What follows belongs to an exercise in optimizing a design on an open flow for small area and a short achievable clock period; a production flow would make more cautious choices. In this exercise RTL edits were held to simulation tests only and were not proved equivalent to the original. Power and IR drop assume default switching activity.

<file path="config.mk">
export PLATFORM = sky130hd
export DESIGN_NAME = rv_exu
export DESIGN_NICKNAME = rv_exu
export VERILOG_FILES = /design/flow/design.v
export SDC_FILE = /design/flow/constraint.sdc
export NUM_CORES = 4
export LEC_CHECK = 0
export CAP_MARGIN = 20
export CORE_MARGIN = 2
export CORE_UTILIZATION = 55
export SLEW_MARGIN = 20
export SYNTH_HIERARCHICAL = 1
export SYNTH_MINIMUM_KEEP_SIZE = 0
</file>
<file path="flow/run.sh">
#!/bin/bash
# The standard layout (standard.sh, all steps), with changes made only
# through ORFS's own variables:
#  - port buffers are buf_1 cells instead of the delay cell buffer_ports picks
#    by default (every port still gets its buffer);
#  - clock tree: no dummy loads, clkbuf_8/clkbuf_16, clusters of up to 24
#    sinks within 120 um;
#  - repair_timing aims for 13.9 ns of setup slack instead of 0, so that it
#    speeds up the paths that set the achieved period.
# make's output goes to flow.log here; each ORFS step logs under orfs/logs.
set -euo pipefail
export BUFFER_PORTS_ARGS="-buffer_cell sky130_fd_sc_hd__buf_1"
export CTS_ARGS="-sink_clustering_enable -repair_clock_nets -dont_use_dummy_load -buf_list {sky130_fd_sc_hd__clkbuf_8 sky130_fd_sc_hd__clkbuf_16} -sink_clustering_size 24 -sink_clustering_max_diameter 120"
export SETUP_SLACK_MARGIN=13.9
bash standard.sh > flow.log 2>&1
</file>
<file path="constraint.sdc">
create_clock -name core_clock -period 24.0 [get_ports {clk}]
set_input_delay 4.8000 -clock core_clock [delete_from_list [all_inputs] [get_ports {clk}]]
set_output_delay 4.8000 -clock core_clock [all_outputs]
set_load 0.01 [all_outputs]
</file>
<file path="standard.sh">
#!/bin/bash
# synth_recipe.tcl (not shown) runs the flow's synth.tcl, then flattens the netlist and writes it again
# the make line also repeats each setting of config.mk as NAME=value (left out here)
make -C /OpenROAD-flow-scripts/flow DESIGN_CONFIG=/design/flow/config.mk WORK_HOME=/design/flow/orfs CLKGATE_MAP_FILE= SYNTH_SCRIPT=/design/flow/synth_recipe.tcl "${@:-finish}"
</file>
<file path="design.v">
module rv_exu (
  input         clk,
  input         rst,
  input  [31:0] instr,
  input  [31:0] pc,
  input         stall,
  input         flush,
  input  [31:0] dmem_rdata,
  output        dmem_re,
  output        dmem_we,
  output [31:0] dmem_addr,
  output [31:0] dmem_wdata,
  output        br_taken,
  output [31:0] br_target,
  output        wb_we,
  output [4:0]  wb_rd,
  output [31:0] wb_data
);
  reg        f_load, f_store, f_op, f_opi, f_br;
  reg [31:7]  ir;
  reg [31:0]  bt;
  always @(posedge clk)
    if (rst | flush) begin
      f_load  <= 1'b0;
      f_store <= 1'b0;
      f_op    <= 1'b0;
      f_opi   <= 1'b0;
      f_br    <= 1'b0;
    end else if (!stall) begin
      f_load  <= instr[6:0] == 7'b0000011;
      f_store <= instr[6:0] == 7'b0100011;
      f_op    <= instr[6:0] == 7'b0110011;
      f_opi   <= instr[6:0] == 7'b0010011;
      f_br    <= instr[6:0] == 7'b1100011;
    end
  reg sub, use_x2;
  wire [6:0] i_op = instr[6:0];
  wire [2:0] i_f3 = instr[14:12];
  wire i_br = i_op == 7'b1100011;
  wire i_op_r = i_op == 7'b0110011;
  wire i_op_i = i_op == 7'b0010011;
  always @(posedge clk)
    if (!stall) begin
      ir     <= instr[31:7];
      bt     <= bt_next;
      sub    <= i_br | ((i_op_r | i_op_i) & (i_f3[2:1] == 2'b01)) |
                (i_op_r & (i_f3 == 3'b000) & instr[30]);
      use_x2 <= i_br | i_op_r;
    end
  wire [4:0] rd  = ir[11:7];
  wire [2:0] f3  = ir[14:12];
  wire [6:0] f7  = ir[31:25];
  wire regwrite = f_load | f_op | f_opi;
  wire [31:0] bt_next;
  bt_add u_bt (.pc(pc), .imm({instr[31], instr[7], instr[30:25], instr[11:8]}),
               .bt(bt_next));
  reg  [31:0] rf [0:31];
  wire [31:0] wdata;
  wire [4:0] ra1 = stall ? ir[19:15] : instr[19:15];
  wire [4:0] ra2 = stall ? ir[24:20] : instr[24:20];
  wire wr_now = regwrite & ~stall;
  wire byp2 = wr_now & (rd == instr[24:20]);
  wire nomem_i = ((i_op == 7'b0000011) & ((i_f3 == 3'b011) | (i_f3[2:1] == 2'b11))) |
                 ((i_op == 7'b0100011) & ((i_f3[1:0] == 2'b11) | i_f3[2]));
  wire nomem_d = (f_load & ((f3 == 3'b011) | (f3[2:1] == 2'b11))) |
                 (f_store & ((f3[1:0] == 2'b11) | f3[2]));
  wire nomem = stall ? nomem_d : nomem_i;
  wire byp1 = wr_now & (rd == instr[19:15]) & ~nomem;
  wire [31:0] s1, s2;
  dec5en u_s1 (.a(ra1), .en(~byp1 & ~nomem), .y(s1));
  dec5en u_s2 (.a(ra2), .en(~byp2), .y(s2));
  wire [31:0] r1, r2;
  genvar i, j;
  generate
    for (j = 0; j < 32; j = j + 1) begin : col
      wire [31:0] q;
      for (i = 0; i < 32; i = i + 1) begin : row
        assign q[i] = rf[i][j];
      end
      rd_slice u_a (.q(q), .s(s1), .w(wdata[j]), .sw(byp1), .d(r1[j]));
      rd_slice u_b (.q(q), .s(s2), .w(wdata[j]), .sw(byp2), .d(r2[j]));
    end
  endgenerate
  reg  [31:0] a, x2;
  always @(posedge clk) begin
    a  <= r1;
    x2 <= r2;
  end
  wire f7ok   = (f7 == 7'b0000000) | (f7 == 7'b0100000);
  wire ex     = ~f_load;
  wire sel_sum = ex & (f3 == 3'b000) & (f_opi | f7ok);
  wire sel_p   = ex & ((f3 == 3'b100) | (f3 == 3'b110));
  wire sel_g   = ex & (f3[2:1] == 2'b11);
  wire sel_shr = ex & (f3 == 3'b101) & f7ok;
  wire sel_shl = ex & (f3 == 3'b001);
  wire sel_lt  = ex & (f3 == 3'b010);
  wire sel_ltu = ex & (f3 == 3'b011);
  wire left    = ~f3[2];
  wire arith   = f7[5];
  wire [31:0] b;
  wire use_imm = ~use_x2 & ~nomem_d;
  assign b[31:12] = x2[31:12] & {20{use_x2}};
  assign b[11:5]  = (x2[11:5] & {7{use_x2}}) | (ir[31:25] & {7{use_imm}});
  assign b[4:0]   = (x2[4:0] & {5{use_x2}}) |
                    ((f_store ? ir[11:7] : ir[24:20]) & {5{use_imm}});
  wire [31:0] sum;
  wire        lt, ltu, eq;
  alu u_alu (
    .a(a), .b(b), .sub(sub), .left(left), .arith(arith),
    .sel_sum(sel_sum), .sel_p(sel_p), .sel_g(sel_g), .sel_shr(sel_shr),
    .sel_shl(sel_shl), .sel_lt(sel_lt), .sel_ltu(sel_ltu), .sel_rd(f_load),
    .rdata(dmem_rdata), .sum(sum), .res(wdata), .lt(lt), .ltu(ltu), .eq(eq));
  wire [31:0] wsel;
  dec5en u_w (.a(rd), .en(wr_now & ~rst), .y(wsel));
  integer k;
  always @(posedge clk)
    for (k = 0; k < 32; k = k + 1)
      if (wsel[k])
        rf[k] <= wdata;
  reg        w_we;
  reg [4:0]  w_rd;
  reg [31:0] w_data;
  always @(posedge clk) begin
    w_we   <= ~rst & regwrite & ~stall;
    w_rd   <= rd;
    w_data <= wdata;
  end
  reg cond;
  always @(*)
    case (f3)
      3'b000: cond = eq;
      3'b001: cond = ~eq;
      3'b100: cond = lt;
      3'b101: cond = ~lt;
      3'b110: cond = ltu;
      3'b111: cond = ~ltu;
      default: cond = 1'b0;
    endcase
  stall_gate u_re (.stall(stall), .n(~f_load), .y(dmem_re));
  stall_gate u_we (.stall(stall), .n(~f_store), .y(dmem_we));
  stall_gate u_brt (.stall(stall), .n(~(f_br & cond)), .y(br_taken));
  assign dmem_addr  = sum;
  assign dmem_wdata = x2;
  assign br_target  = bt;
  assign wb_we      = w_we;
  assign wb_rd      = w_rd;
  assign wb_data    = w_data;
endmodule
module stall_gate (input stall, input n, output y);
  assign y = ~(stall | n);
endmodule
module dec5 (input [4:0] a, output [31:0] y);
  assign y = 32'b1 << a;
endmodule
module dec5en (input [4:0] a, input en, output [31:0] y);
  assign y = {31'b0, en} << a;
endmodule
module rd_slice (input [31:0] q, input [31:0] s, input w, input sw, output d);
  wire [32:0] qq = {w, q};
  wire [32:0] ss = {sw, s};
  wire [10:0] n;
  genvar t;
  generate
    for (t = 0; t < 11; t = t + 1) begin : g3
      aoi222 u (.a(qq[3*t]), .b(ss[3*t]), .c(qq[3*t+1]), .d(ss[3*t+1]),
                .e(qq[3*t+2]), .f(ss[3*t+2]), .y(n[t]));
    end
  endgenerate
  nand_or11 u_or (.n(n), .d(d));
endmodule
module aoi222 (input a, b, c, d, e, f, output y);
  assign y = ~((a & b) | (c & d) | (e & f));
endmodule
module nand_or11 (input [10:0] n, output d);
  assign d = ~&n[3:0] | ~&n[7:4] | ~&n[10:8];
endmodule
module bt_add (input [31:0] pc, input [11:0] imm, output [31:0] bt);
  wire [31:0] g0, p0;
  assign g0[0] = 1'b0;
  assign p0[0] = 1'b0;
  genvar i, l;
  generate
    for (i = 1; i < 32; i = i + 1) begin : pg
      if (i <= 12) begin : lo
        assign g0[i] = pc[i] & imm[i-1];
        assign p0[i] = pc[i] ^ imm[i-1];
      end else begin : hi
        assign g0[i] = 1'b0;
        assign p0[i] = pc[i];
      end
    end
  endgenerate
  wire [31:0] gg [0:9];
  wire [31:0] pp [0:9];
  assign gg[0] = g0;
  assign pp[0] = p0;
  generate
    for (l = 0; l < 5; l = l + 1) begin : up
      for (i = 0; i < 32; i = i + 1) begin : b
        if (((i + 1) % (1 << (l + 1))) == 0) begin : op
          assign gg[l+1][i] = gg[l][i] | (pp[l][i] & gg[l][i - (1 << l)]);
          assign pp[l+1][i] = pp[l][i] & pp[l][i - (1 << l)];
        end else begin : pass
          assign gg[l+1][i] = gg[l][i];
          assign pp[l+1][i] = pp[l][i];
        end
      end
    end
    for (l = 3; l >= 0; l = l - 1) begin : dn
      for (i = 0; i < 32; i = i + 1) begin : b
        if (((i + 1) % (1 << (l + 1))) == (1 << l) && i >= (1 << (l + 1))) begin : op
          assign gg[9-l][i] = gg[8-l][i] | (pp[8-l][i] & gg[8-l][i - (1 << l)]);
        end else begin : pass
          assign gg[9-l][i] = gg[8-l][i];
        end
        assign pp[9-l][i] = pp[8-l][i];
      end
    end
  endgenerate
  assign bt[0] = pc[0];
  generate
    for (i = 1; i < 32; i = i + 1) begin : s
      assign bt[i] = p0[i] ^ gg[9][i-1];
    end
  endgenerate
endmodule
module alu (
  input  [31:0] a, b,
  input         sub, left, arith,
  input         sel_sum, sel_p, sel_g, sel_shr, sel_shl, sel_lt, sel_ltu, sel_rd,
  input  [31:0] rdata,
  output [31:0] sum,
  output [31:0] res,
  output        lt, ltu, eq
);
  wire [31:0] p, g;
  wire [32:0] c;
  genvar i;
  generate
    for (i = 0; i < 32; i = i + 1) begin : pgb
      pg_bit u (.a(a[i]), .b(b[i]), .sub(sub), .p(p[i]), .g(g[i]));
    end
  endgenerate
  prefix32 u_pfx (.p(p), .g(g), .cin(sub), .c(c));
  assign ltu = ~c[32];
  assign lt  = (a[31] ^ b[31]) ? a[31] : ltu;
  assign eq  = &p;
  wire fill = ~left & arith & a[31];
  wire [31:0] y1, y2, y3, y4, y5;
  generate
    for (i = 0; i < 32; i = i + 1) begin : sh
      sh_first u0 (.a0(a[i]), .a1(i < 31 ? a[i+1] : fill),
                   .r0(a[31-i]), .r1(i < 31 ? a[30-i] : 1'b0),
                   .left(left), .s(b[0]), .y(y1[i]));
      mux2i u1 (.a(y1[i]), .b(i + 2 < 32 ? y1[i+2] : fill), .s(b[1]), .y(y2[i]));
      mux2i u2 (.a(y2[i]), .b(i + 4 < 32 ? y2[i+4] : ~fill), .s(b[2]), .y(y3[i]));
      mux2i u3 (.a(y3[i]), .b(i + 8 < 32 ? y3[i+8] : fill), .s(b[3]), .y(y4[i]));
      mux2i u4 (.a(y4[i]), .b(i + 16 < 32 ? y4[i+16] : ~fill), .s(b[4]), .y(y5[i]));
      if (i == 0) begin : r0
        res_bit0 ur (.p(p[i]), .c(c[i]), .g(g[i]), .shr(y5[i]), .shl(y5[31-i]),
                     .rd(rdata[i]), .s_sum(sel_sum), .s_p(sel_p), .s_g(sel_g),
                     .s_shr(sel_shr), .s_shl(sel_shl), .s_rd(sel_rd),
                     .extra((lt & sel_lt) | (ltu & sel_ltu)),
                     .sum(sum[i]), .res(res[i]));
      end else begin : rn
        res_bit ur (.p(p[i]), .c(c[i]), .g(g[i]), .shr(y5[i]), .shl(y5[31-i]),
                    .rd(rdata[i]), .s_sum(sel_sum), .s_p(sel_p), .s_g(sel_g),
                    .s_shr(sel_shr), .s_shl(sel_shl), .s_rd(sel_rd),
                    .sum(sum[i]), .res(res[i]));
      end
    end
  endgenerate
endmodule
module pg_bit (input a, b, sub, output p, g);
  wire bx = b ^ sub;
  assign p = a ^ bx;
  assign g = a & bx;
endmodule
module sh_first (input a0, a1, r0, r1, left, s, output y);
  assign y = left ? (s ? r1 : r0) : (s ? a1 : a0);
endmodule
module mux2i (input a, b, s, output y);
  assign y = ~(s ? b : a);
endmodule
module res_bit (
  input  p, c, g, shr, shl, rd,
  input  s_sum, s_p, s_g, s_shr, s_shl, s_rd,
  output sum, res
);
  assign sum = p ^ c;
  assign res = (sum & s_sum) | (p & s_p) | (g & s_g) | (shr & s_shr) |
               (shl & s_shl) | (rd & s_rd);
endmodule
module res_bit0 (
  input  p, c, g, shr, shl, rd,
  input  s_sum, s_p, s_g, s_shr, s_shl, s_rd, extra,
  output sum, res
);
  assign sum = p ^ c;
  assign res = (sum & s_sum) | (p & s_p) | (g & s_g) | (shr & s_shr) |
               (shl & s_shl) | (rd & s_rd) | extra;
endmodule
module prefix32 (input [31:0] p, g, input cin, output [32:0] c);
  wire [31:0] gg [0:9];
  wire [31:0] pp [0:9];
  assign gg[0] = {g[31:1], g[0] | (p[0] & cin)};
  assign pp[0] = p;
  genvar l, i;
  generate
    for (l = 0; l < 5; l = l + 1) begin : up
      for (i = 0; i < 32; i = i + 1) begin : b
        if (((i + 1) % (1 << (l + 1))) == 0) begin : op
          assign gg[l+1][i] = gg[l][i] | (pp[l][i] & gg[l][i - (1 << l)]);
          assign pp[l+1][i] = pp[l][i] & pp[l][i - (1 << l)];
        end else begin : pass
          assign gg[l+1][i] = gg[l][i];
          assign pp[l+1][i] = pp[l][i];
        end
      end
    end
    for (l = 3; l >= 0; l = l - 1) begin : dn
      for (i = 0; i < 32; i = i + 1) begin : b
        if (((i + 1) % (1 << (l + 1))) == (1 << l) && i >= (1 << (l + 1))) begin : op
          assign gg[9-l][i] = gg[8-l][i] | (pp[8-l][i] & gg[8-l][i - (1 << l)]);
        end else begin : pass
          assign gg[9-l][i] = gg[8-l][i];
        end
        assign pp[9-l][i] = pp[8-l][i];
      end
    end
  endgenerate
  assign c = {gg[9], cin};
endmodule
</file>
==> metrics.yaml, run 1 <==
status:
  outcome: "complete, no violations"
synthesis:
  synth_edf_count: 1083
  syn_avg_cell_area_um2: 16.5
  synth.most_common_cell: "edfxtp_1"
  synth-async-reset-ratio_pct: 0
  synthFlopType: "edfxtp_1"
  syn_area_um2: 50400
  netlist.top_cell.by_area: "edfxtp_1"
  syn_nets: 3218
  ys_seq_area_share_pct: 68.7
  synth_common_cells: "1,083 x edfxtp_1, 735 x a222oi_1, 144 x nand4_1"
  yosys_warnings: 10
  synthTopCellsByArea: "edfxtp_1 65%, a222oi_1 15%, dfxtp_1 4.2%"
  ys_types: 68
  netlist_instances: 3059
  yosysTopAreaCellShare_pct: 64.5
  ys_seq_elements: 1190
setup_path:
  crit_fanout: 6
  crit_top_cell: "buf_2"
  max_stage_delay_ns: 0.14
  endpoint_kind: "primary output"
  rr_worst_depth: 24
  cp_top_family: "buffers and inverters"
  r2r_slack_ns: 18.26
  path_cells: "buf_2 -> buf_12 -> nor2_2 -> buf_2"
  cp_slowest_cell: "buf_2"
  crit_buf_inv: 3
  setup.worst_path.class: "input port to primary output"
  cp.depth: 4
  critical_path.startpoint_type: "input port"
  worstPathRequired_ns: 19.20
  critPathArrivalTime_ns: 5.28
pwr:
  p_int_w: 0.00324
  p_seq_share_pct: 52.6
  p_switching_w: 0.00157
  switching_share_pct: 32.6
  total_power_w: 0.00481
  p_leak_nw: 18.2
  power_density_nw_per_um2: 85.5
  comb_power_share_pct: 26.0
  p_clk_share_pct: 21.4
  vdd_drop_max_uv: 80.7
timing:
  setup_viol: 0
  slew_viol_final: 0
  fin_skew_ns: 0.0777
  worstMarginPinSlew_ns: 1.06
  relSlewSlack_pct: 29.1
  rsz0062_at_grt: "yes"
  period_share_pct: 42.0
  max_freq_mhz: 99.2
  tns_ns: 0
  fin_crit_ns: 10.08
  hold_viol: 0
floorplanning:
  fp.coreArea_um2: 91200
  io_pins: 237
  die_w_um: 307
  die-area_um2: 94100
  chipHeight_um: 307
  fp-row-count: 111
  initial_core_util_pct: 55.3
clock_network:
  numCtsBuffers: 55
  root_buffer: "clkbuf_16"
  cts_buffer_depth: 3
  cts_tree: "built"
  htreeDepth: 2
  clk_pin_slew_ns: 0.10
  clock_latency_ns: 0.72
  cts_sinks: 1190
  hold_buffers: 0
placed_design:
  io_buffer_count: 236
  dpl.hpwl_um: 121000
  gp_congestion: 1.03
detailed_routing:
  vias: 38600
  drc: 0
  postRouteAntennaNets: 0
  via_per_inst: 8.21
  drt_first_pass_iters: 13
  drt_iter0_drc: 9651
  wl_per_cell_um: 43.1
  routed_wl_um: 202000
global_route:
  grt_antenna_before_repair: 16
  grt_overflow: 0
  grt_use_total_pct: 41.8
  grt_pass1_wl_um: 277000
  grt_pass1_vias: 36900
  grt_max_degree: 60
layout:
  utilization_pct: 61.7
  drive_gt1_share_pct: 12.4
  syn_to_final_growth_pct: 11.7
  nets: 3668
min_path:
  hp-class: "flip-flop to flip-flop"
  holdPathStages: 2
run:
  maxCapViolations: 0
sequential cells by signal (all words and copies together), names as in the netlist:
name     count
a           32
bt          32
f_br         1
f_load       1
f_op         1
f_opi        1
f_store      1
ir          25
rf        1024
sub          1
use_x2       1
w_data      32
w_rd         5
w_we         1
x2          32
power groups by stage:
stage          Clock (W)  Combinational [W]  Sequential [W]
2_1_floorplan          0           0.000623         0.00256
3_3_place_gp           0            0.00113         0.00257
3_5_place_dp           0            0.00115         0.00257
4_1_cts          0.00103            0.00118         0.00253
5_1_grt          0.00110            0.00129         0.00253
6_report         0.00103            0.00125         0.00253
layout make-up:
type / count / area, um^2
fill: 6830 / 35000
tap: 1186 / 1480
inverter: 86 / 323
timing repair buffer: 418 / 2500
clock buffer: 55 / 1380
sequential: 1190 / 34700
antenna: 6 / 15.0
multi-input combinational: 1758 / 15900
worst register-to-register path, stage by stage, from the launching register on:
cell      delay [ns]
edfxtp_1        0.51
a21oi_2         0.25
or2_4           0.25
nand2_1         0.08
o21ai_0         0.19
xor2_1          0.15
ha_4            0.37
and4_1          0.22
and2_1          0.15
a211o_4         0.16
nand4_4         0.12
a21oi_4         0.24
a221o_2         0.32
a31oi_4         0.13
o21ai_2         0.17
inv_1           0.07
maj3_2          0.30
buf_4           0.13
a22o_1          0.21
a221oi_1        0.26
nand3_1         0.12
buf_4           0.27
a222oi_1        0.39
nand3_1         0.23
or3_1           0.35
Yosys stat by module, one instance, submodules excluded, excerpt:
module | cell area, um^2 | cells | times used | flip-flops and latches
prefix32 | 539 | 82 | 1 | 0
sh_first | 22.5 | 1 | 32 | 0
res_bit0 | 37.5 | 5 | 1 | 0
rv_exu | 35700 | 1344 | 1 | 1190
nand_or11 | 23.8 | 4 | 64 | 0
stall_gate | 3.75 | 1 | 3 | 0
mux2i | 10.0 | 1 | 128 | 0
pg_bit | 21.3 | 2 | 32 | 0
dec5en | 234 | 47 | 3 | 0
aoi222 | 10.0 | 1 | 704 | 0
alu | 113 | 19 | 1 | 0
res_bit | 41.3 | 6 | 31 | 0
bt_add | 823 | 95 | 1 | 0
through the flow:
step           instance area (um^2)  hold WS [ns]  cells  worst slack, ns
6_report                      56300         0.526   4699            13.92
5_1_grt                       56300         0.557   4694            13.88
4_1_cts                       56100         0.523   4680            13.91
3_5_place_dp                  54300         0.507   4602            13.79
3_3_place_gp                  54300         0.501   4601            13.79
2_1_floorplan                 50500         0.460   3059            13.91
layout by cell type (no fill, tap or decap), types with 40 or more instances in the layout:
cell type and instances:
mux2i_1 134, buf_1 232, xor2_1 49, buf_4 167, inv_1 83, a222oi_1 735
ha_1 47, nand3_1 69, or3_1 65, nand2_1 40, dfxtp_1 105, edfxtp_1 1083
clkbuf_16 56, xnor2_1 42, nor2_2 66, nand4_1 144
kinds of logic after synthesis:
logic type,synth area share [%]
simple gates,5.91
compound gates,17.0
other cells,0.00744
fa+ha+maj,1.57
xor+xnor,1.60
flops,68.7
buf+inv,0.869
mux,4.31
path summary, 6_finish.rpt:
kind | start | endpoint
worst max-delay path | stall | dmem_re
worst min-delay path | f_br | f_br
worst max register to register | ir[13] | a[0]
worst min register to register | f_br | f_br
layer usage:
layer / global-route usage (%) / routed length (um) / up-vias
li1: - / - / 15100
met1: 54.6 / 68700 / 19200
met2: 62.7 / 89200 / 3603
met3: 12.3 / 30900 / 565
met4: 24.0 / 13500 / 14
met5: 0.207 / 104 / -
what timing repair did:
item / CTS / global route
endpoints found under the setup margin: 5 / 2
buffers inserted: 18 / 12
resized for setup: 32 / 17
pin swaps: 8 / 17
gates cloned: 5 / 1
==> run 2: changes to the inputs <==
--- a/config.mk
+++ b/config.mk
@@ -7,7 +7,7 @@
 export LEC_CHECK = 0
 export CAP_MARGIN = 20
 export CORE_MARGIN = 2
-export CORE_UTILIZATION = 55
+export CORE_UTILIZATION = 45
 export SLEW_MARGIN = 20
 export SYNTH_HIERARCHICAL = 1
 export SYNTH_MINIMUM_KEEP_SIZE = 0
==> metrics.yaml, run 2 <==
timing:
  setup_viol: 0  # unchanged
  worstMarginPinSlew_ns: 1.07  # +0.00458 ns
  fin_skew_ns: 0.0529  # -0.0249 ns
  hold_viol: 0  # unchanged
  slew_viol_final: 0  # unchanged
  period_share_pct: 42.1  # +0.080 points
  relSlewSlack_pct: 28.8  # -0.31 points
  max_freq_mhz: 99.0  # -0.19%
  fin_ws_ns: 13.90  # -0.0191 ns
  tns_ns: 0  # unchanged
  rsz0062_at_grt: "yes"
  fin_crit_ns: 10.10  # +0.0191 ns
pwr:
  power_density_nw_per_um2: 84.6  # -1.0%
  p_leak_nw: 18.2  # -0.22%
  vdd_drop_max_uv: 68.8  # -15%
  total_power_w: 0.00479  # -0.53%
clock_network:
  htreeDepth: 2  # unchanged
  clk_pin_slew_ns: 0.10  # about the same
  numCtsBuffers: 56  # +1.8%
  clock_latency_ns: 0.68  # -0.04 ns
  cts_sinks: 1190  # unchanged
  cts_buffer_depth: 3  # unchanged
  root_buffer: "clkbuf_16"
  hold_buffers: 0  # unchanged
  cts_tree: "built"
synthesis:
  synth-compound-area-share_pct: 17.0  # unchanged
  synth_simple_gate_area_share_pct: 5.91  # unchanged
  ys_seq_area_share_pct: 68.7  # unchanged
  yosysTopAreaCellShare_pct: 64.5  # unchanged
  synthTopCellsByArea: "edfxtp_1 65%, a222oi_1 15%, dfxtp_1 4.2%"
  synthMuxAreaShare_pct: 4.31  # unchanged
  netlist.top_cell.by_area: "edfxtp_1"
  ys_types: 68  # unchanged
  synth-async-reset-ratio_pct: 0  # unchanged
  synth_edf_count: 1083  # unchanged
  ys_seq_elements: 1190  # unchanged
  yosys_warnings: 10  # unchanged
  synthFlopType: "edfxtp_1"
  syn_avg_cell_area_um2: 16.5  # unchanged
  synth_common_cells: "1,083 x edfxtp_1, 735 x a222oi_1, 144 x nand4_1"
  synthXorXnorAreaFrac_pct: 1.60  # unchanged
  netlist_instances: 3059  # unchanged
  synth.most_common_cell: "edfxtp_1"
  syn_area_um2: 50400  # unchanged
  synth_top_family_by_area: "compound AO/OA/AOI/OAI gates"
  syn_nets: 3218  # unchanged
  synth_fa_ha_area_share_pct: 1.57  # unchanged
floorplanning:
  initial_core_util_pct: 45.4  # -9.8 points
  die-area_um2: 115000  # +22%
  chipHeight_um: 339  # +10%
  fp.coreArea_um2: 111000  # +22%
  fp-row-count: 122  # +9.9%
  io_pins: 237  # unchanged
  die_w_um: 339  # +10%
setup_path:
  endpoint_kind: "primary output"
  critPathArrivalTime_ns: 5.30  # +0.02 ns
  crit_buf_inv: 3  # unchanged
  critical_path.startpoint_type: "input port"
  path_cells: "buf_2 -> buf_12 -> nor2_1 -> buf_2"
  setup.worst_path.class: "input port to primary output"
  cp_slowest_cell: "buf_2"
  worstPathRequired_ns: 19.20  # about the same
  crit_top_cell: "buf_2"
  cp_top_family: "buffers and inverters"
  crit_fanout: 5  # -1
  max_stage_delay_ns: 0.14  # about the same
global_route:
  grt_max_degree: 45  # -25%
  grt_antenna_before_repair: 16  # unchanged
  grt_pass1_wl_um: 278000  # +0.47%
  grt_use_total_pct: 33.9  # -7.9 points
  grt_pass1_vias: 37100  # +0.38%
  grt_overflow: 0  # unchanged
placed_design:
  io_buffer_count: 236  # unchanged
  dp_cells: 4903  # +6.5%
  gp_congestion: 0.976  # -4.8%
  place_ws_ns: 13.81  # +0.0247 ns
  dpl.hpwl_um: 121000  # +0.42%
detailed_routing:
  vias: 38100  # -1.1%
  drc: 0  # unchanged
  via_per_inst: 7.63  # -7.0%
  drt_first_pass_iters: 15  # +2
  drt_iter0_drc: 9223  # -4.4%
  wl_per_cell_um: 40.5  # -6.0%
  routed_wl_um: 202000  # about the same
  postRouteAntennaNets: 0  # unchanged
layout:
  syn_to_final_growth_pct: 12.2
  fill_cells: 9128  # +34%
  register_area_um2: 34700  # unchanged
  nets: 3662  # -0.16%
  drive_gt1_share_pct: 12.0  # -0.38 points
  final_cell_mix: "1,083 x edfxtp_1, 735 x a222oi_1, 232 x buf_1, 161 x buf_4, 144 x nand4_1"
  stdcell_count: 4996  # +6.3%
  regMostFlops: "rf"
  largest_register_ffs: 1024  # unchanged
  multi_input_area_um2: 15900  # -0.26%
  final_common_cell: "edfxtp_1"
status:
  outcome: "complete, no violations"
min_path:
  hp-class: "flip-flop to flip-flop"
run:
  maxCapViolations: 0  # unchanged
run 2: final timing paths:
check / start / endpoint / slack (ns) / cells after the start
setup reg to reg: ir[14] / x2[28] / 18.21 / 16
hold / removal: f_br / f_br / 0.53 / 2
hold reg to reg: f_br / f_br / 0.53 / 2
setup / recovery: stall / br_taken / 13.90 / 4
run 2: worst min-delay path, cell delays in order (launching register included):
cell	delay (ns)
dfxtp_1	0.35
nand2_1	0.09
a211oi_2	0.06
run 2: area by class of cell:
cell class | count | share of cell area, %
Timing Repair Buffer | 411 | 4.26
Sequential cell | 1190 | 61.3
Multi-Input combinational cell | 1758 | 28.1
Antenna cell | 7 | 0.0310
Inverter | 86 | 0.571
Tap cell | 1488 | 3.29
Clock buffer | 56 | 2.48
run 2: cell families (layout without fill, tap and decap cells):
group / after synthesis / count (layout)
AOI/OAI and AO/OA: 899 / 899
and+or+nand+nor: 530 / 530
adders and majority gates: 60 / 60
xor gates and xnor gates: 92 / 92
buffers and inverters: 111 / 553
DFF: 1190 / 1190
other: 1 / 8
muxes: 176 / 176
run 2: modules after synthesis, one instance, submodules excluded, a selection:
module	flops+latches	copies in the design	cells inside	cell area (um^2)
res_bit0	0	1	5	37.5
prefix32	0	1	82	539
nand_or11	0	64	4	23.8
res_bit	0	31	6	41.3
mux2i	0	128	1	10.0
pg_bit	0	32	2	21.3
dec5en	0	3	47	234
sh_first	0	32	1	22.5
bt_add	0	1	95	823
stall_gate	0	3	1	3.75
rv_exu	1190	1	1344	35700
alu	0	1	19	113
run 2: metrics by stage:
step	util [%]	instance area, um^2	hold slack (ns)
2_1_floorplan	-	50500	0.460
3_3_place_gp	49.3	54700	0.512
3_5_place_dp	49.3	54700	0.525
4_1_cts	50.8	56300	0.531
5_1_grt	51.0	56600	0.556
6_report	51.0	56600	0.534
run 2: layer usage:
layer | track usage, % | vias to the layer above | part of all wire (%)
met4 | 20.4 | 10 | 7.4
li1 | - | 15100 | -
met5 | 0 | - | 0.032
met1 | 43.6 | 18900 | 34
met2 | 52.1 | 3425 | 44
met3 | 8.31 | 619 | 14
run 2: power breakdown:
| group | internal, W | switching, W |
|---|---|---|
| Clock | 0.000415 | 0.000619 |
| Combinational | 0.000370 | 0.000849 |
| Sequential | 0.00245 | 0.0000800 |
| Total | 0.00324 | 0.00155 |
run 2: timing repair:
action / CTS / global route
pin swaps: 2 / 7
endpoints found under the hold margin: 0 / 0
gates resized for setup: 23 / 17
endpoints found under the setup margin: 3 / 2
cloned: 2 / 3
buffers inserted: 13 / 12
==> run 3: changes to the inputs <==
--- a/design.v
+++ b/design.v
@@ -287,9 +287,17 @@
   input  s_sum, s_p, s_g, s_shr, s_shl, s_rd,
   output sum, res
 );
-  assign sum = p ^ c;
-  assign res = (sum & s_sum) | (p & s_p) | (g & s_g) | (shr & s_shr) |
-               (shl & s_shl) | (rd & s_rd);
+  wire n1, n2;
+  xor2 u_s (.a(p), .b(c), .y(sum));
+  aoi222 u_1 (.a(sum), .b(s_sum), .c(p), .d(s_p), .e(g), .f(s_g), .y(n1));
+  aoi222 u_2 (.a(shr), .b(s_shr), .c(shl), .d(s_shl), .e(rd), .f(s_rd), .y(n2));
+  nand2 u_o (.a(n1), .b(n2), .y(res));
+endmodule
+module xor2 (input a, b, output y);
+  assign y = a ^ b;
+endmodule
+module nand2 (input a, b, output y);
+  assign y = ~(a & b);
 endmodule
 module res_bit0 (
   input  p, c, g, shr, shl, rd,
--- a/flow/run.sh
+++ b/flow/run.sh
@@ -5,11 +5,11 @@
 #    by default (every port still gets its buffer);
 #  - clock tree: no dummy loads, clkbuf_8/clkbuf_16, clusters of up to 24
 #    sinks within 120 um;
-#  - repair_timing aims for 13.9 ns of setup slack instead of 0, so that it
+#  - repair_timing aims for 14.0 ns of setup slack instead of 0, so that it
 #    speeds up the paths that set the achieved period.
 # make's output goes to flow.log here; each ORFS step logs under orfs/logs.
 set -euo pipefail
 export BUFFER_PORTS_ARGS="-buffer_cell sky130_fd_sc_hd__buf_1"
 export CTS_ARGS="-sink_clustering_enable -repair_clock_nets -dont_use_dummy_load -buf_list {sky130_fd_sc_hd__clkbuf_8 sky130_fd_sc_hd__clkbuf_16} -sink_clustering_size 24 -sink_clustering_max_diameter 120"
-export SETUP_SLACK_MARGIN=13.9
+export SETUP_SLACK_MARGIN=14.0
 bash standard.sh > flow.log 2>&1
--- a/config.mk
+++ b/config.mk
@@ -7,7 +7,7 @@
 export LEC_CHECK = 0
 export CAP_MARGIN = 20
 export CORE_MARGIN = 2
-export CORE_UTILIZATION = 45
+export CORE_UTILIZATION = 50
 export SLEW_MARGIN = 20
 export SYNTH_HIERARCHICAL = 1
 export SYNTH_MINIMUM_KEEP_SIZE = 0
==> metrics.yaml, run 3 <==
detailed_routing:
  postRouteAntennaNets: 0  # unchanged
  wl_per_cell_um: 41.8  # +3.3%
  drt_first_pass_iters: 15  # unchanged
  drt_iter0_drc: 9207  # -0.17%
  drc: 0  # unchanged
  via_per_inst: 7.99  # +4.7%
  vias: 37900  # -0.54%
  routed_wl_um: 199000  # -1.8%
pwr:
  power_density_nw_per_um2: 84.6  # about the same
  p_leak_nw: 18.4  # +0.85%
  vdd_drop_max_uv: 53.8  # -22%
  total_power_w: 0.00475  # -0.76%
timing:
  setup_viol: 0  # unchanged
  tns_ns: 0  # unchanged
  fin_skew_ns: 0.0914  # +0.0385 ns
  slew_viol_final: 0  # unchanged
  hold_viol: 0  # unchanged
  relSlewSlack_pct: 33.0  # +4.2 points
  fin_crit_ns: 10.03  # -0.0649 ns
  worstMarginPinSlew_ns: 1.01  # -0.0625 ns
  period_share_pct: 41.8  # -0.27 points
  max_freq_mhz: 99.7  # +0.65%
  rsz0062_at_grt: "yes"
layout:
  stdcell_count: 4748  # -5.0%
  regMostFlops: "rf"
  final_cell_mix: "1,083 x edfxtp_1, 766 x a222oi_1, 232 x buf_1, 170 x buf_4, 144 x nand4_1"
  syn_to_final_growth_pct: 12.0
  drive_gt1_share_pct: 12.6  # +0.56 points
  final_common_cell: "edfxtp_1"
  nets: 3609  # -1.4%
  largest_register_ffs: 1024  # unchanged
synthesis:
  ys_seq_area_share_pct: 69.1  # +0.37 points
  synthFlopType: "edfxtp_1"
  syn_nets: 3156  # -1.9%
  ys_seq_elements: 1190  # unchanged
  synth_common_cells: "1,083 x edfxtp_1, 766 x a222oi_1, 144 x nand4_1"
  synthXorXnorAreaFrac_pct: 1.61  # +0.0087 points
  netlist.top_cell.by_area: "edfxtp_1"
  synth_top_family_by_area: "compound AO/OA/AOI/OAI gates"
  synth_simple_gate_area_share_pct: 6.18  # +0.26 points
  synth_fa_ha_area_share_pct: 1.58  # +0.0085 points
  synth_edf_count: 1083  # unchanged
  synthMuxAreaShare_pct: 4.34  # +0.023 points
  synth-compound-area-share_pct: 16.8  # -0.22 points
  yosysTopAreaCellShare_pct: 64.9  # +0.35 points
  synth.most_common_cell: "edfxtp_1"
  syn_avg_cell_area_um2: 16.7  # +1.5%
  synthTopCellsByArea: "edfxtp_1 65%, a222oi_1 15%, dfxtp_1 4.3%"
  synth-async-reset-ratio_pct: 0  # unchanged
  ys_types: 68  # unchanged
  syn_area_um2: 50100  # -0.54%
  yosys_warnings: 10  # unchanged
  netlist_instances: 2997  # -2.0%
run:
  maxCapViolations: 0  # unchanged
setup_path:
  setup.worst_path.class: "input port to primary output"
  worstPathRequired_ns: 19.20  # about the same
  critPathArrivalTime_ns: 5.23  # -0.07 ns
  max_stage_delay_ns: 0.15  # about the same
  cp_slowest_cell: "buf_8"
  rr_worst_depth: 22  # +6
  critical_path.startpoint_type: "input port"
  cp_top_family: "buffers and inverters"
  crit_fanout: 24  # +19
  crit_buf_inv: 2  # -1
  cp.depth: 3  # -1
  path_cells: "buf_8 -> nor2_2 -> buf_2"
  endpoint_kind: "primary output"
global_route:
  grt_pass1_wl_um: 273000  # -1.8%
  grt_overflow: 0  # unchanged
  grt_pass1_vias: 36300  # -2.1%
  grt_use_total_pct: 37.6  # +3.7 points
  grt_antenna_before_repair: 10  # -6
  grt_max_degree: 55  # +22%
placed_design:
  dp_cells: 4648  # -5.2%
  gp_congestion: 0.953  # -2.4%
  io_buffer_count: 236  # unchanged
  dpl.hpwl_um: 118000  # -2.2%
floorplanning:
  initial_core_util_pct: 50.3  # +4.9 points
  die_w_um: 321  # -5.3%
  fp-row-count: 116  # -4.9%
  die-area_um2: 103000  # -10%
  fp.coreArea_um2: 99700  # -10%
  io_pins: 237  # unchanged
  chipHeight_um: 321  # -5.3%
status:
  outcome: "complete, no violations"
clock_network:
  cts_buffer_depth: 3  # unchanged
  cts_sinks: 1190  # unchanged
  htreeDepth: 2  # unchanged
  hold_buffers: 0  # unchanged
  clock_latency_ns: 0.75  # +0.07 ns
  numCtsBuffers: 57  # +1.8%
  root_buffer: "clkbuf_16"
  clk_pin_slew_ns: 0.09  # about the same
  cts_tree: "built"
min_path:
  hp-class: "flip-flop to flip-flop"
  holdPathStages: 2  # unchanged
[run 3: changes by cell type after synthesis]
cell / change
a222oi_1: +31
inv_1: -62
xor2_1: +31
o211ai_1: -31
xnor2_1: -31
a22oi_1: -31
nand2_1: +31
[run 3: tightest hold or removal path: cells and delay by family, from the launching register on]
kind            cells  cell delay (ns)
compound gates      1             0.06
flops               1             0.35
simple gates        1             0.11
[run 3: kinds of logic (layout without fill, tap and decap cells)]
group           Yosys count  after routing
other cells               1              3
buf+inv                  49            500
flops                  1190           1190
mux                     176            176
simple gates            561            561
fa+ha+maj                60             60
compound gates          868            868
xor+xnor                 92             92
[run 3: worst paths after layout]
check	slack, ns	startpoint	to
min reg2reg	0.56	f_br	f_br
max	13.97	stall	br_taken
min	0.56	f_br	f_br
max reg2reg	17.96	ir[13]	a[30]
[run 3: layer usage]
metal	wire length, um	GRT usage, %	share of wire (%)
met1	67200	48.5	34
met4	13800	21.9	6.9
met5	110	0	0.055
met3	29400	10.4	15
met2	88200	57.2	44
[run 3: layout make-up]
| type | instances | area [um^2] |
|---|---|---|
| Antenna cell | 2 | 5.00 |
| Clock buffer | 57 | 1430 |
| Fill cell | 7856 | 43600 |
| Inverter | 24 | 90.1 |
| Multi-Input combinational cell | 1758 | 15900 |
| Sequential cell | 1190 | 34700 |
| Tap cell | 1298 | 1620 |
| Timing Repair Buffer | 419 | 2470 |
[run 3: Yosys stat by module, one instance, submodules excluded, a selection]
module      area (um^2)  times used  cells inside  flops+latches
alu                 113           1            19              0
dec5en              234           3            47              0
mux2i              10.0         128             1              0
nand2              3.75          31             1              0
nand_or11          23.8          64             4              0
pg_bit             21.3          32             2              0
prefix32            539           1            82              0
res_bit0           37.5           1             5              0
sh_first           22.5          32             1              0
stall_gate         3.75           3             1              0
xor2               8.76          31             1              0
[run 3: per-stage QoR]
| stage | instance area [um^2] | setup WS [ns] | hold WS, ns | util, % |
|---|---|---|---|---|
| 5_1_grt | 56200 | 13.83 | 0.573 | 56.3 |
| 4_1_cts | 55900 | 13.97 | 0.538 | 56.1 |
| 6_report | 56200 | 13.97 | 0.560 | 56.3 |
| 3_3_place_gp | 54100 | 13.30 | 0.503 | 54.3 |
| 2_1_floorplan | 50300 | 14.01 | 0.460 | - |
| 3_5_place_dp | 54100 | 13.25 | 0.524 | 54.3 |
[run 3: what timing repair did]
action                     4_1_cts  5_1_grt
resized for setup               28       16
gates cloned                     4        0
pin swaps                        8       14
hold endpoints to repair         0        0
setup endpoints to repair        7        3
setup buffers                   17       20
[run 3: report_power, final]
| group | internal (W) | switching (W) |
|---|---|---|
| Sequential | 0.00245 | 0.0000711 |
| Clock | 0.000422 | 0.000621 |
| Combinational | 0.000355 | 0.000829 |
| Total | 0.00323 | 0.00152 |
==> run 4: changes to the inputs <==
==> flow/run.sh (replaced) <==
#!/bin/bash
# The standard layout (standard.sh, all steps), with changes made only
# through ORFS's own variables:
#  - port buffers are buf_1 cells instead of the delay cell buffer_ports picks
#    by default (every port still gets its buffer);
#  - clock tree: no dummy loads, clkbuf_8/clkbuf_16, clusters of up to 30
#    sinks within 100 um;
#  - repair_timing aims for 14.0 ns of setup slack instead of 0, so that it
#    speeds up the paths that set the achieved period.
# make's output goes to flow.log here; each ORFS step logs under orfs/logs.
set -euo pipefail
export BUFFER_PORTS_ARGS="-buffer_cell sky130_fd_sc_hd__buf_1"
export CTS_ARGS="-sink_clustering_enable -repair_clock_nets -dont_use_dummy_load -buf_list {sky130_fd_sc_hd__clkbuf_8 sky130_fd_sc_hd__clkbuf_16} -sink_clustering_size 30 -sink_clustering_max_diameter 100"
export SETUP_SLACK_MARGIN=14.0
bash standard.sh > flow.log 2>&1
==> metrics.yaml, run 4 <==
setup_path:
  setup.worst_path.class: "input port to primary output"
  crit_fanout: 24  # unchanged
  worstPathRequired_ns: 19.20  # about the same
  rr_worst_depth: 22  # unchanged
  path_cells: "buf_8 -> nor2_2 -> buf_2"
  r2r_start: "ir[13]"
  cp_slowest_cell: "buf_8"
  r2r_slack_ns: 17.94  # -0.02 ns
  critical_path.startpoint_type: "input port"
  endpoint_kind: "primary output"
  max_stage_delay_ns: 0.15  # about the same
  crit_buf_inv: 2  # unchanged
  r2r_end: "a[30]"
  critPathArrivalTime_ns: 5.23  # about the same
  cp_top_family: "buffers and inverters"
synthesis:
  ys_seq_elements: 1190  # unchanged
  syn_nets: 3156  # unchanged
  yosysTopAreaCellShare_pct: 64.9  # unchanged
  ys_types: 68  # unchanged
  yosys_warnings: 10  # unchanged
  syn_avg_cell_area_um2: 16.7  # unchanged
  netlist_instances: 2997  # unchanged
  synth-async-reset-ratio_pct: 0  # unchanged
  synthFlopType: "edfxtp_1"
  ys_seq_area_share_pct: 69.1  # unchanged
  synth_common_cells: "1,083 x edfxtp_1, 766 x a222oi_1, 144 x nand4_1"
  synthTopCellsByArea: "edfxtp_1 65%, a222oi_1 15%, dfxtp_1 4.3%"
  synth.most_common_cell: "edfxtp_1"
  syn_area_um2: 50100  # unchanged
  synth_edf_count: 1083  # unchanged
  netlist.top_cell.by_area: "edfxtp_1"
detailed_routing:
  vias: 38000  # +0.31%
  drt_iter0_drc: 8628  # -6.3%
  via_per_inst: 8.02  # +0.35%
  drt_first_pass_iters: 15  # unchanged
  drc: 0  # unchanged
  wl_per_cell_um: 41.8  # about the same
  routed_wl_um: 198000  # -0.12%
  postRouteAntennaNets: 0  # unchanged
floorplanning:
  io_pins: 237  # unchanged
  die_w_um: 321  # unchanged
  die-area_um2: 103000  # unchanged
  initial_core_util_pct: 50.3  # unchanged
  fp-row-count: 116  # unchanged
  fp.coreArea_um2: 99700  # unchanged
  chipHeight_um: 321  # unchanged
clock_network:
  root_buffer: "clkbuf_16"
  numCtsBuffers: 48  # -16%
  cts_tree: "built"
  clock_latency_ns: 0.71  # -0.04 ns
  htreeDepth: 2  # unchanged
  clk_pin_slew_ns: 0.11  # +0.02 ns
  cts_buffer_depth: 3  # unchanged
  hold_buffers: 0  # unchanged
  cts_sinks: 1190  # unchanged
timing:
  hold_viol: 0  # unchanged
  setup_viol: 0  # unchanged
  relSlewSlack_pct: 31.0  # -2.0 points
  max_freq_mhz: 99.7  # about the same
  period_share_pct: 41.8  # about the same
  rsz0062_at_grt: "yes"
  fin_ws_ns: 13.97  # +0.00440 ns
  fin_skew_ns: 0.0788  # -0.0125 ns
  worstMarginPinSlew_ns: 1.04  # +0.0303 ns
  holdWs_ns: 0.549  # -0.0109 ns
  tns_ns: 0  # unchanged
  slew_viol_final: 0  # unchanged
  fin_crit_ns: 10.03  # -0.00440 ns
global_route:
  grt_antenna_before_repair: 10  # unchanged
  grt_use_total_pct: 37.4  # -0.14 points
  grt_pass1_vias: 36100  # -0.57%
  grt_max_degree: 55  # unchanged
  grt_overflow: 0  # unchanged
  grt_pass1_wl_um: 272000  # -0.19%
layout:
  final_common_cell: "edfxtp_1"
  drive_gt1_share_pct: 12.3  # -0.23 points
  nets: 3600  # -0.25%
  final_cell_mix: "1,083 x edfxtp_1, 766 x a222oi_1, 232 x buf_1, 169 x buf_4, 144 x nand4_1"
  fin_area_um2: 56000  # -0.36%
  fill_cells: 7873  # +0.22%
  multi_input_area_um2: 15900  # unchanged
  syn_to_final_growth_pct: 11.6
  register_area_um2: 34700  # unchanged
  largest_register_ffs: 1024  # unchanged
  regMostFlops: "rf"
placed_design:
  gp_congestion: 0.953  # unchanged
  dpl.hpwl_um: 118000  # unchanged
  io_buffer_count: 236  # unchanged
  place_area_um2: 54100  # unchanged
  place_ws_ns: 13.25  # unchanged
pwr:
  vdd_drop_max_uv: 51.6  # -4.0%
  total_power_w: 0.00468  # -1.6%
  p_leak_nw: 18.3  # -0.60%
  power_density_nw_per_um2: 83.6  # -1.2%
min_path:
  hp-class: "flip-flop to flip-flop"
  min-delay-start: "f_br"
  min_to: "f_br"
  holdPathStages: 2  # unchanged
run:
  maxCapViolations: 0  # unchanged
status:
  outcome: "complete, no violations"
==> run 4: cell types whose count changed in the layout (fill, tap and decap cells not counted), sizes merged <==
cell    before  now
clkbuf      57   48
diode        2    9
==> run 4: layer usage <==
layer,part of all wire (%),vias up,track usage [%]
met4,6.9,14,22.1
met1,34,19100,48.6
li1,-,15000,-
met3,15,546,10.1
met5,0.043,-,0
met2,44,3338,56.8
==> run 4: worst reg2reg max path: stages (launching register included) <==
cell and delay (ns):
edfxtp_1 0.48, a21oi_2 0.11, nor2_4 0.34, o31ai_4 0.12
buf_12 0.15, xor2_1 0.15, ha_1 0.39, a21o_1 0.24
a31o_4 0.28, a211o_4 0.38, nand4_4 0.11, a21oi_4 0.07
a221o_2 0.48, a31oi_4 0.27, buf_4 0.15, inv_1 0.04
xor2_1 0.19, a222oi_1 0.74, nand2_1 0.11, buf_4 0.28
a222oi_1 0.37, nand3_1 0.15, or3_1 0.33
==> run 4: cell families after synthesis <==
group                    synth area share (%)
other                                 0.00748
flip-flops                               69.1
adder cells (fa/ha/maj)                  1.58
buffers and inverters                   0.409
multiplexers                             4.34
AND/OR/NAND/NOR                          6.18
XOR/XNOR                                 1.61
AO/OA/AOI/OAI                            16.8
==> run 4: final cells by class <==
class / count / area share, %
Sequential cell: 1190 / 62.0
Multi-Input combinational cell: 1758 / 28.4
Clock buffer: 48 / 2.15
Timing Repair Buffer: 419 / 4.42
Tap cell: 1298 / 2.90
Inverter: 24 / 0.161
Antenna cell: 9 / 0.0403
==> run 4: how the worst max path moves through the flow <==
stage	from	to	cells after the start
after floorplan	f_load	br_taken	20
after global placement	stall	br_taken	3
after detailed placement	stall	br_taken	3
after CTS	ir[13]	br_taken	21
after global routing	ir[13]	br_taken	21
final	stall	br_taken	3
==> run 4: timing repair <==
action / CTS / global route
endpoints found under the hold margin: 0 / 0
setup endpoints to repair: 8 / 3
cloned: 4 / 0
setup buffers: 17 / 20
gates resized for setup: 30 / 15
pin swaps: 8 / 14
==> run 4: power breakdown <==
group          switching [W]  leakage, nW  total, W  internal (W)
registers          0.0000717         10.8   0.00252       0.00245
logic               0.000833         6.83   0.00119      0.000355
clock network       0.000604        0.592  0.000964      0.000360
total                0.00151         18.3   0.00468       0.00317
==> run 4: Yosys stat by module, one instance, submodules excluded, excerpt <==
module	copies in the design	area, um^2	flops+latches	cells
aoi222	766	10.0	0	1
rv_exu	1	35700	1190	1344
res_bit0	1	37.5	0	5
alu	1	113	0	19
nand_or11	64	23.8	0	4
dec5en	3	234	0	47
pg_bit	32	21.3	0	2
==> run 4: metrics by stage <==
step           std cells  util, %
2_1_floorplan       2997        -
3_3_place_gp        4647     54.3
3_5_place_dp        4648     54.3
4_1_cts             4717     55.9
5_1_grt             4738     56.1
6_report            4746     56.1
==> run 5: changes to the inputs <==
==> config.mk (replaced) <==
export PLATFORM = sky130hd
export DESIGN_NAME = rv_exu
export DESIGN_NICKNAME = rv_exu
export VERILOG_FILES = /design/flow/design.v
export SDC_FILE = /design/flow/constraint.sdc
export NUM_CORES = 4
export LEC_CHECK = 0
export CAP_MARGIN = 10
export CORE_MARGIN = 2
export CORE_UTILIZATION = 65
export SLEW_MARGIN = 10
export SYNTH_HIERARCHICAL = 1
export SYNTH_MINIMUM_KEEP_SIZE = 0
==> metrics.yaml, run 5 <==
status:
  outcome: "complete, no violations"
layout:
  utilization_pct: 73.0  # +17 points
  final_common_cell: "edfxtp_1"
  drive_gt1_share_pct: 12.2  # -0.091 points
  largest_register_ffs: 1024  # unchanged
  syn_to_final_growth_pct: 10.9
  regMostFlops: "rf"
  final_cell_mix: "1,083 x edfxtp_1, 766 x a222oi_1, 232 x buf_1, 172 x buf_4, 144 x nand4_1"
  nets: 3601  # +0.028%
  fill_cells: 4934  # -37%
synthesis:
  synth-compound-area-share_pct: 16.8  # unchanged
  synth_top_family_by_area: "compound AO/OA/AOI/OAI gates"
  synthFlopType: "edfxtp_1"
  synthMuxAreaShare_pct: 4.34  # unchanged
  ys_seq_elements: 1190  # unchanged
  ys_types: 68  # unchanged
  synth.most_common_cell: "edfxtp_1"
  synth_simple_gate_area_share_pct: 6.18  # unchanged
  yosysTopAreaCellShare_pct: 64.9  # unchanged
  ys_seq_area_share_pct: 69.1  # unchanged
  synthXorXnorAreaFrac_pct: 1.61  # unchanged
  netlist.top_cell.by_area: "edfxtp_1"
  synth_fa_ha_area_share_pct: 1.58  # unchanged
  syn_nets: 3156  # unchanged
  netlist_instances: 2997  # unchanged
  yosys_warnings: 10  # unchanged
  syn_avg_cell_area_um2: 16.7  # unchanged
  synthTopCellsByArea: "edfxtp_1 65%, a222oi_1 15%, dfxtp_1 4.3%"
  synth_common_cells: "1,083 x edfxtp_1, 766 x a222oi_1, 144 x nand4_1"
  synth-async-reset-ratio_pct: 0  # unchanged
  synth_edf_count: 1083  # unchanged
  syn_area_um2: 50100  # unchanged
global_route:
  grt_overflow: 0  # unchanged
  grt_pass1_wl_um: 260000  # -4.6%
  grt_antenna_before_repair: 11  # +1
  met3_usage_pct: 14.9  # +4.8 points
  grt_use_total_pct: 46.5  # +9.1 points
  grt-busiest-layer: "met2"
  use_met2_pct: 68.8  # +12 points
  grt_pass1_vias: 36700  # +1.5%
  grt_max_degree: 60  # +9.1%
  gr-usage-met1_pct: 57.6  # +9.0 points
timing:
  tns_ns: 0  # unchanged
  max_freq_mhz: 99.8  # about the same
  period_share_pct: 41.8  # about the same
  relSlewSlack_pct: 14.9  # -16 points
  worstMarginPinSlew_ns: 1.27  # +0.238 ns
  fin_skew_ns: 0.111  # +0.0326 ns
  fin_crit_ns: 10.02  # -0.00500 ns
  setup_viol: 0  # unchanged
  slew_viol_final: 0  # unchanged
  hold_viol: 0  # unchanged
  rsz0062_at_grt: "yes"
pwr:
  comb_power_share_pct: 25.1  # -0.3 points
  p_clk_share_pct: 20.5  # about the same
  power_density_nw_per_um2: 83.6  # about the same
  total_power_w: 0.00464  # -0.66%
  switching_share_pct: 31.8  # -0.47 points
  vdd_drop_max_uv: 72.4  # +40%
  p_seq_share_pct: 54.4  # +0.4 points
  p_int_w: 0.00317  # about the same
  p_switching_w: 0.00148  # -2.1%
  p_leak_nw: 18.3  # about the same
floorplanning:
  die_w_um: 282  # -12%
  chipHeight_um: 282  # -12%
  fp.coreArea_um2: 76200  # -24%
  initial_core_util_pct: 65.8  # +16 points
  fp-row-count: 101  # -13%
  io_pins: 237  # unchanged
  die-area_um2: 79400  # -23%
placed_design:
  io_buffer_count: 236  # unchanged
  gp_congestion: 1.03  # +7.9%
  dpl.hpwl_um: 111000  # -5.9%
clock_network:
  root_buffer: "clkbuf_16"
  cts_tree: "built"
  cts_buffer_depth: 3  # unchanged
  hold_buffers: 0  # unchanged
  clock_latency_ns: 0.68  # -0.03 ns
  cts_sinks: 1190  # unchanged
  htreeDepth: 2  # unchanged
  numCtsBuffers: 48  # unchanged
  clk_pin_slew_ns: 0.11  # about the same
detailed_routing:
  drc: 0  # unchanged
  via_per_inst: 8.69  # +8.4%
  wl_per_cell_um: 42.2  # +1.0%
  drt_first_pass_iters: 15  # unchanged
  vias: 38900  # +2.1%
  routed_wl_um: 189000  # -4.8%
  postRouteAntennaNets: 0  # unchanged
  drt_iter0_drc: 10500  # +22%
setup_path:
  setup.worst_path.class: "flip-flop to primary output"
  path_cells: "a21oi_4 -> nor2_4 -> o31ai_4 -> buf_12 -> xor2_2 -> ha_1 -> a21o_1 -> a31o_4 -> a211o_4 -> nand4_4 -> a21oi_4 -> a221o_2 -> a31oi_4 -> o21ai_1 -> inv_1 -> maj3_2 -> mux2i_1 -> xnor2_1 -> a31oi_2 -> nor2_4 -> buf_6"
  endpoint_kind: "primary output"
  critical_path.startpoint_type: "flip-flop"
  cp_top_family: "compound AO/OA/AOI/OAI gates"
  r2r_slack_ns: 17.71  # -0.23 ns
  worstPathRequired_ns: 19.20  # about the same
  cp_slowest_cell: "a221o_2"
  max_stage_delay_ns: 0.49  # +0.34 ns
  critPathArrivalTime_ns: 5.22  # about the same
  crit_buf_inv: 3  # +1
  crit_fanout: 6  # -75%
run:
  maxCapViolations: 0  # unchanged
min_path:
  hp-class: "flip-flop to flip-flop"
run 5: cell types whose count changed in the layout (fill, tap and decap cells not counted), sizes merged:
cell	change
diode	-5
buf	+1
bufbuf	-1
clkbuf	+1
clkinv	-1
inv	+1
run 5: path summary, 6_finish.rpt:
kind	cells past startpoint	endpoint	startpoint
worst max-delay path	21	br_taken	ir[12]
worst min-delay path	2	f_br	f_br
worst max register to register	21	a[30]	ir[12]
worst min register to register	2	f_br	f_br
run 5: per-stage QoR:
step	std cells	hold slack (ns)	area, um^2	worst slack [ns]
floorplan	2997	0.460	50300	14.01
global placement	4377	0.511	53800	13.29
detailed placement	4377	0.530	53800	13.22
CTS	4442	0.552	55300	14.00
global route	4471	0.572	55600	13.87
finish	4474	0.557	55600	13.98
run 5: power by group through the flow:
stage | Combinational [W] | Clock, W | Sequential [W]
after floorplan | 0.000588 | 0 | 0.00255
after global placement | 0.00103 | 0 | 0.00256
after detailed placement | 0.00106 | 0 | 0.00257
after CTS | 0.00108 | 0.000945 | 0.00252
after global routing | 0.00120 | 0.00101 | 0.00253
final | 0.00117 | 0.000954 | 0.00253
run 5: worst register-to-register path, delay by kind of cell (launching register included):
family | cells | cell delay, ns
compound gates | 10 | 3.24
simple gates | 5 | 1.17
buf+inv | 3 | 0.57
flops | 1 | 0.48
xor+xnor | 2 | 0.41
fa+ha+maj | 1 | 0.31
run 5: cell type report:
| type | count | area (um^2) | share of cell area [%] |
|---|---|---|---|
| inverters | 24 | 90.1 | 0.162 |
| clock buffers | 48 | 1200 | 2.16 |
| diodes | 4 | 10.0 | 0.0180 |
| well taps | 1030 | 1290 | 2.32 |
| flip-flops and latches | 1190 | 34700 | 62.4 |
| multi-input cells | 1758 | 15900 | 28.6 |
| repair buffers | 420 | 2460 | 4.42 |
run 5: metal layers:
metal,vias up,wire (um),share of wire [%]
met5,-,278,0.15
li1,15000,-,-
met3,960,33200,18
met1,18600,55600,29
met4,10,17700,9.4
met2,4258,82000,43
run 5: cells by family (layout without fill, tap and decap cells):
kind of cell             after synthesis  after routing
buffers and inverters                 49            492
flip-flops                          1190           1190
multiplexers                         176            176
AO/OA/AOI/OAI                        868            868
other                                  1              5
AND/OR/NAND/NOR                      561            561
adder cells (fa/ha/maj)               60             60
XOR/XNOR                              92             92
run 5: timing repair:
item | CTS | global route
setup buffers | 14 | 27
cloned | 3 | 1
setup endpoints to repair | 6 | 2
resized for setup | 30 | 15
pin swaps | 5 | 20
run 5: modules after synthesis (local to each module, per instance), a selection:
module	cell area [um^2]	flip-flops and latches	copies in the design	cells inside
dec5en	234	0	3	47
res_bit0	37.5	0	1	5
rv_exu	35700	1190	1	1344
stall_gate	3.75	0	3	1
bt_add	823	0	1	95
pg_bit	21.3	0	32	2
xor2	8.76	0	31	1
sh_first	22.5	0	32	1
prefix32	539	0	1	82
aoi222	10.0	0	766	1
nand_or11	23.8	0	64	4
==> run 6: changes to the inputs <==
--- a/flow/run.sh
+++ b/flow/run.sh
@@ -5,11 +5,11 @@
 #    by default (every port still gets its buffer);
 #  - clock tree: no dummy loads, clkbuf_8/clkbuf_16, clusters of up to 30
 #    sinks within 100 um;
-#  - repair_timing aims for 14.0 ns of setup slack instead of 0, so that it
+#  - repair_timing aims for 14.2 ns of setup slack instead of 0, so that it
 #    speeds up the paths that set the achieved period.
 # make's output goes to flow.log here; each ORFS step logs under orfs/logs.
 set -euo pipefail
 export BUFFER_PORTS_ARGS="-buffer_cell sky130_fd_sc_hd__buf_1"
 export CTS_ARGS="-sink_clustering_enable -repair_clock_nets -dont_use_dummy_load -buf_list {sky130_fd_sc_hd__clkbuf_8 sky130_fd_sc_hd__clkbuf_16} -sink_clustering_size 30 -sink_clustering_max_diameter 100"
-export SETUP_SLACK_MARGIN=14.0
+export SETUP_SLACK_MARGIN=14.2
 bash standard.sh > flow.log 2>&1
==> config.mk (replaced) <==
export PLATFORM = sky130hd
export DESIGN_NAME = rv_exu
export DESIGN_NICKNAME = rv_exu
export VERILOG_FILES = /design/flow/design.v
export SDC_FILE = /design/flow/constraint.sdc
export NUM_CORES = 4
export LEC_CHECK = 0
export CAP_MARGIN = 20
export CORE_MARGIN = 2
export CORE_UTILIZATION = 50
export SLEW_MARGIN = 20
export SYNTH_HIERARCHICAL = 1
export SYNTH_MINIMUM_KEEP_SIZE = 0
==> metrics.yaml, run 6 <==
global_route:
  grt_max_degree: 45  # -25%
  grt_pass1_wl_um: 283000  # +8.8%
  grt_overflow: 0  # unchanged
  grt_use_total_pct: 39.3  # -7.2 points
  grt_antenna_before_repair: 13  # +2
  grt_pass1_vias: 36800  # +0.51%
timing:
  max_freq_mhz: 99.6  # -0.13%
  rsz0062_at_grt: "yes"
  fin_skew_ns: 0.105  # -0.00663 ns
  period_share_pct: 41.8  # +0.055 points
  fin_crit_ns: 10.04  # +0.0131 ns
  fin_ws_ns: 13.96  # -0.0131 ns
  holdWs_ns: 0.549  # -0.00826 ns
  hold_viol: 0  # unchanged
  worstMarginPinSlew_ns: 1.09  # -0.187 ns
  setup_viol: 0  # unchanged
  relSlewSlack_pct: 27.6  # +13 points
  slew_viol_final: 0  # unchanged
  tns_ns: 0  # unchanged
layout:
  drive_gt1_share_pct: 12.3  # +0.094 points
  final_cell_mix: "1,083 x edfxtp_1, 766 x a222oi_1, 232 x buf_1, 168 x buf_4, 144 x nand4_1"
  utilization_pct: 56.2  # -17 points
  nets: 3599  # -0.056%
  register_area_um2: 34700  # unchanged
  regMostFlops: "rf"
  largest_register_ffs: 1024  # unchanged
  multi_input_area_um2: 15900  # +0.19%
  final_common_cell: "edfxtp_1"
  syn_to_final_growth_pct: 11.7
  fill_cells: 7838  # +59%
synthesis:
  synth_common_cells: "1,083 x edfxtp_1, 766 x a222oi_1, 144 x nand4_1"
  synth_edf_count: 1083  # unchanged
  syn_nets: 3156  # unchanged
  syn_area_um2: 50100  # unchanged
  synthFlopType: "edfxtp_1"
  netlist.top_cell.by_area: "edfxtp_1"
  netlist_instances: 2997  # unchanged
  ys_seq_area_share_pct: 69.1  # unchanged
  ys_seq_elements: 1190  # unchanged
  synth.most_common_cell: "edfxtp_1"
  yosysTopAreaCellShare_pct: 64.9  # unchanged
  synthTopCellsByArea: "edfxtp_1 65%, a222oi_1 15%, dfxtp_1 4.3%"
  yosys_warnings: 10  # unchanged
  syn_avg_cell_area_um2: 16.7  # unchanged
  ys_types: 68  # unchanged
  synth-async-reset-ratio_pct: 0  # unchanged
detailed_routing:
  vias: 38600  # -0.59%
  postRouteAntennaNets: 0  # unchanged
  dr_wl_met2_um: 88400  # +7.8%
  via_per_inst: 8.15  # -6.2%
  routed_wl_um: 208000  # +10%
  drt_first_pass_iters: 15  # unchanged
  drc: 0  # unchanged
  drt_iter0_drc: 9696  # -8.0%
  top_layer_used: "met5"
  wl_per_cell_um: 43.8  # +3.8%
  met3_length_um: 33000  # -0.54%
  wl_met1_um: 69800  # +26%
floorplanning:
  fp-row-count: 116  # +15%
  fp.coreArea_um2: 99700  # +31%
  chipHeight_um: 321  # +14%
  io_pins: 237  # unchanged
  die_w_um: 321  # +14%
  die-area_um2: 103000  # +30%
  initial_core_util_pct: 50.3  # -16 points
setup_path:
  r2r_slack_ns: 17.66  # -0.05 ns
  setup.worst_path.class: "flip-flop to primary output"
  endpoint_kind: "primary output"
  critical_path.startpoint_type: "flip-flop"
  crit_fanout: 6  # unchanged
  worstPathRequired_ns: 19.20  # about the same
  critPathArrivalTime_ns: 5.24  # +0.02 ns
placed_design:
  dpl.hpwl_um: 121000  # +8.8%
  io_buffer_count: 236  # unchanged
  gp_congestion: 0.969  # -5.7%
  place_ws_ns: 13.80  # +0.582 ns
clock_network:
  htreeDepth: 2  # unchanged
  cts_tree: "built"
  clock_latency_ns: 0.70  # +0.02 ns
  clk_pin_slew_ns: 0.12  # about the same
  hold_buffers: 0  # unchanged
  cts_buffer_depth: 3  # unchanged
  numCtsBuffers: 48  # unchanged
  root_buffer: "clkbuf_16"
  cts_sinks: 1190  # unchanged
pwr:
  power_density_nw_per_um2: 84.1  # +0.62%
  vdd_drop_max_uv: 57.9  # -20%
  p_leak_nw: 18.3  # about the same
min_path:
  hp-class: "flip-flop to flip-flop"
status:
  outcome: "complete, no violations"
run:
  maxCapViolations: 0  # unchanged
-- run 6: changes by cell type in the layout (fill, tap and decap cells not counted), sizes merged --
cell	before	now
clkbuf	49	48
bufbuf	3	5
diode	4	5
buf	416	413
-- run 6: power breakdown --
group | internal [W] | switching (W)
Clock | 0.000360 | 0.000610
Combinational | 0.000354 | 0.000862
Sequential | 0.00245 | 0.0000692
Total | 0.00317 | 0.00154
-- run 6: through the flow --
| step | std cells | power, W | instance area, um^2 |
|---|---|---|---|
| floorplan | 2997 | 0.00314 | 50300 |
| detailed placement | 4649 | 0.00368 | 54100 |
| CTS | 4727 | 0.00465 | 55900 |
| global placement | 4649 | 0.00367 | 54100 |
| global route | 4736 | 0.00482 | 56000 |
| finish | 4741 | 0.00471 | 56000 |
-- run 6: kinds of logic (layout without fill, tap and decap cells) --
kind of cell,Yosys count,after routing,share of synthesized area (%)
flops,1190,1190,69.1
compound gates,868,868,16.8
simple gates,561,561,6.18
mux,176,176,4.34
xor+xnor,92,92,1.61
fa+ha+maj,60,60,1.58
buf+inv,49,490,0.409
other cells,1,6,0.00748
-- run 6: worst paths after layout --
path | startpoint | cells after the start | end
min | f_br | 2 | f_br
min reg2reg | f_br | 2 | f_br
max | ir[13] | 21 | br_taken
max reg2reg | ir[14] | 15 | a[17]
-- run 6: layout make-up --
class | instances | share of cell area (%)
sequential | 1190 | 61.9
tap | 1298 | 2.90
antenna | 5 | 0.0223
timing repair buffer | 418 | 4.46
clock buffer | 48 | 2.15
inverter | 24 | 0.161
multi-input combinational | 1758 | 28.4
-- run 6: routing by layer --
metal  track usage [%]  up-vias
met4              25.9       14
met2              57.0     3708
met1              50.8    19200
li1                  -    15000
met5             0.331        -
met3              12.5      682
-- run 6: per-module statistics from Yosys, one instance, submodules excluded, a selection --
module,cells,flip-flops and latches
rv_exu,1344,1190
bt_add,95,0
prefix32,82,0
dec5en,47,0
alu,19,0
res_bit0,5,0
nand_or11,4,0
sh_first,1,0
pg_bit,2,0
aoi222,1,0
mux2i,1,0
xor2,1,0
nand2,1,0
stall_gate,1,0
-- run 6: repair_timing --
action | CTS | global route
gates resized for setup | 42 | 12
pin swaps | 15 | 17
setup endpoints to repair | 12 | 3
buffers inserted | 25 | 9
gates cloned | 5 | 0
-- run 6: worst max-delay path: stages, from the launching register on --
cell	delay (ns)
edfxtp_1	0.51
a21oi_4	0.10
nor2_4	0.33
o31ai_4	0.11
buf_12	0.15
xor2_1	0.16
ha_1	0.35
a21o_1	0.23
a31o_4	0.27
a211o_4	0.37
nand4_4	0.11
a21oi_4	0.06
a221o_2	0.51
a31oi_4	0.19
o21ai_1	0.08
inv_1	0.09
maj3_2	0.22
mux2i_4	0.08
xnor2_2	0.16
a31oi_2	0.28
nor2_4	0.05
buf_6	0.12

static timing again, ports no longer ideal:
The results above use ideal ports. As a check the final layouts listed here were re-extracted and re-timed, cells and wires unchanged.
Step 1 (the two cells are an assumption about what drives the block):
set clk [get_ports {clk}]
set_driving_cell -lib_cell sky130_fd_sc_hd__clkbuf_16 $clk
set_driving_cell -lib_cell sky130_fd_sc_hd__buf_2 [delete_from_list [all_inputs] $clk]
Step 2, shift: input delay + t, output delay - t, t = (earliest + latest rising clock arrival at the registers) / 2. This alone moves slack from input paths to output paths.
Slacks: ideal ports / drivers / drivers and shift; pairs: ideal ports / drivers.
| run | t (ns) | setup WS [ns] | worst data-port slew with drivers (ns) |
|---|---|---|---|
| run 1 | 0.753 | 13.922 / 13.902 / 13.902 | 0.15 |
| run 2 | 0.724 | 13.903 / 13.877 / 13.877 | 0.09 |
| run 3 | 0.782 | 13.968 / 13.899 / 13.927 | 0.07 |
| run 4 | 0.748 | 13.972 / 13.931 / 13.931 | 0.08 |
| run 5 | 0.704 | 13.977 / 13.901 / 13.961 | 0.05 |
| run 6 | 0.732 | 13.964 / 13.884 / 13.930 | 0.06 |
After both steps every run listed still meets setup and hold.
